Source: an optimization exercise on an open RTL-to-GDS flow (aim: small area, a short achievable clock period and few clock cycles per item). Production flows keep margins and buffers that such runs may drop.
No activity file was given, so power comes from the tool's default toggle rates.

==> flow/design.v <==
`timescale 10ns / 100ps
module divider #
(
    parameter   [16:0] REGMASK = (17'b1_1111_1111_1111_0100)
)(
    input           i_rstn          ,
    input           i_sclk          ,
    input           i_input_valid   ,
    input   [15:0]  i_dividend      ,
    input   [15:0]  i_divisor       ,
    output          o_output_valid  ,
    output  [15:0]  o_quotient      ,
    output  [15:0]  o_remainder
);
    wire    [15:0]  w_rem [0:16];
    wire    [15:0]  w_aq  [0:16];    
    wire    [15:0]  w_dvs [0:16];
    wire    [16:0]  w_vld;
    wire    [15:0]  s_rem [0:16];
    wire    [15:0]  s_aq  [0:16];
    wire    [15:0]  s_dvs [0:16];
    wire    [16:0]  s_vld;
    assign w_rem[0] = 16'd0;
    assign w_aq[0]  = i_dividend;
    assign w_dvs[0] = i_divisor;
    assign w_vld[0] = i_input_valid;
    genvar k;
    generate for (k = 0; k <= 16; k = k + 1) begin : stage
        if (k >= 1) begin : row
            wire    [k-1:0] x  = (k == 1) ? s_aq[k-1][15] : {s_rem[k-1][k-2 >= 0 ? k-2 : 0:0], s_aq[k-1][15]};
            wire    [k-1:0] bl = s_dvs[k-1][k-1:0];
            localparam integer L = 7;                  
            wire    [k-1:0] gi = x & ~bl;            
            wire    [k-1:0] ti = x | ~bl;            
            wire    [k-1:0] gg [0:L];
            wire    [k-1:0] pp [0:L];
            assign gg[0] = {gi[k-1:1], 1'b1};
            assign pp[0] = {ti[(k > 1 ? k-2 : 0):0], 1'b0};
            genvar l, j;
            for (l = 0; l < L; l = l + 1) begin : lvl
                for (j = 0; j < k; j = j + 1) begin : bt
                    localparam integer s  = (l < 4) ? l : 6 - l;
                    localparam integer ok = (l < 4) ? ((j + 1) % (2 << s) == 0)
                                                    : ((j + 1) % (2 << s) == (1 << s) && j >= (2 << s));
                    if (ok) begin : comb
                        localparam integer m = j - (1 << s);
                        assign gg[l+1][j] = gg[l][j] | (pp[l][j] & gg[l][m]);
                        assign pp[l+1][j] = pp[l][j] & pp[l][m];
                    end else begin : pass
                        assign gg[l+1][j] = gg[l][j];
                        assign pp[l+1][j] = pp[l][j];
                    end
                end
            end
            wire    [k:0]   c  = {ti & gg[L], 1'b1};
            wire            hz = (k == 16) ? 1'b1 : ~|(s_dvs[k-1] >> k);
            wire            q  = hz & c[k];
            wire    [k-1:0] r  = x ^ ({k{q}} & ~(bl ^ c[k-1:0]));
            assign w_rem[k] = {{(16-k){1'b0}}, r};
            assign w_aq[k]  = {s_aq[k-1][14:0], q};
            assign w_dvs[k] = s_dvs[k-1];
            assign w_vld[k] = s_vld[k-1];
        end
        if (REGMASK[k]) begin : pipe
            reg         r_vld;
            reg [15:0]  r_aq;
            always @(posedge i_sclk or negedge i_rstn)
                if (!i_rstn) r_vld <= 1'b0;
                else         r_vld <= w_vld[k];
            always @(posedge i_sclk)
                r_aq <= w_aq[k];
            assign s_vld[k] = r_vld;
            assign s_aq[k]  = r_aq;
            if (k >= 1) begin : rem
                reg [k-1:0] r_rem;
                always @(posedge i_sclk)
                    r_rem <= w_rem[k][k-1:0];
                assign s_rem[k] = {{(16-k){1'b0}}, r_rem};
            end else begin : norem
                assign s_rem[k] = 16'd0;
            end
            if (k < 16) begin : dvs
                reg [15:0] r_dvs;
                always @(posedge i_sclk)
                    r_dvs <= w_dvs[k];
                assign s_dvs[k] = r_dvs;
            end else begin : nodvs
                assign s_dvs[k] = 16'd0;
            end
        end else begin : thru
            assign s_vld[k] = w_vld[k];
            assign s_aq[k]  = w_aq[k];
            assign s_rem[k] = w_rem[k];
            assign s_dvs[k] = w_dvs[k];
        end
    end
    endgenerate
    assign o_output_valid = s_vld[16];
    assign o_quotient     = s_aq[16];
    assign o_remainder    = s_rem[16];
endmodule
clock: 5.5 ns
lec_check: 0
abc_area: 1
cap_margin: 20
core_margin: 2
core_utilization: 45
cts_cluster_diameter: 80
cts_cluster_size: 30
place_density: 0.6
setup_slack_margin: 3.3
slew_margin: 20
standard.sh (not shown) runs the stock make flow with config.mk's settings and CLKGATE_MAP_FILE= SYNTH_SCRIPT=/design/flow/synth_recipe.tcl, a recipe that flattens the netlist after the stock synthesis.
==> flow/flow/run.sh <==
#!/bin/bash
# Standard synthesis, unchanged; then the standard layout with port buffers
# that the resizer may resize (no footprint matching).
set -e
bash standard.sh synth > synth.log 2>&1
bash standard.sh MATCH_CELL_FOOTPRINT=0 "BUFFER_PORTS_ARGS=-buffer_cell sky130_fd_sc_hd__buf_4" finish > layout.log 2>&1
Edit:
--- a/flow/design.v
+++ b/flow/design.v
@@ -1,8 +1,8 @@
 `timescale 10ns / 100ps
 module divider #
 (
-    parameter   [16:0] REGMASK = (17'b1_1111_1111_1111_0100)
+    parameter   [16:0] REGMASK = (17'b1_1111_1111_0101_0100)
 )(
     input           i_rstn          ,
     input           i_sclk          ,
     input           i_input_valid   ,
- via count is higher by 0.98%
- critical path depth went up by 13
- total power is lower by about 12%
- clock skew stays flat
- setup slack is worse by 0.15 ns
- design area is higher by about 1.2%
- hold slack hardly moves
- global-route usage rose by 2.1 points
- register-to-register slack gets worse by 0.36 ns
- core utilization climbs by 6.7 points
- wire length went up by about 13%
No functional check of the RTL was part of any run of this note.

[re-timing with driven ports]
In the flow no input, the clock included, has a driving cell. The finished layouts below were timed again as built, in two steps.
Step 1 (the two cells are an assumption about what drives the block):
set clk [get_ports {i_sclk}]
set_driving_cell -lib_cell sky130_fd_sc_hd__clkbuf_16 $clk
set_driving_cell -lib_cell sky130_fd_sc_hd__buf_2 [delete_from_list [all_inputs] $clk]
Step 2 times the ports against the registers' clock, not the clock port: input delays grow and output delays shrink by t, the midpoint of the rising clock arrivals with the driver on.
a / b / c = ideal / step 1 / step 2; a / b = the first two.
run | t, ns | setup slack, ns | hold slack, ns
the first run | 0.627 | 3.311 / 3.261 / 2.821 | 0.329 / 0.317 / 0.329
the second run | 0.593 | 3.160 / 3.160 / 2.832 | 0.328 / 0.328 / 0.328
After both steps every run listed still meets setup and hold. The setup slack of the first run, which loses most, moves by -0.050 ns with the drivers and by -0.490 ns with both steps.
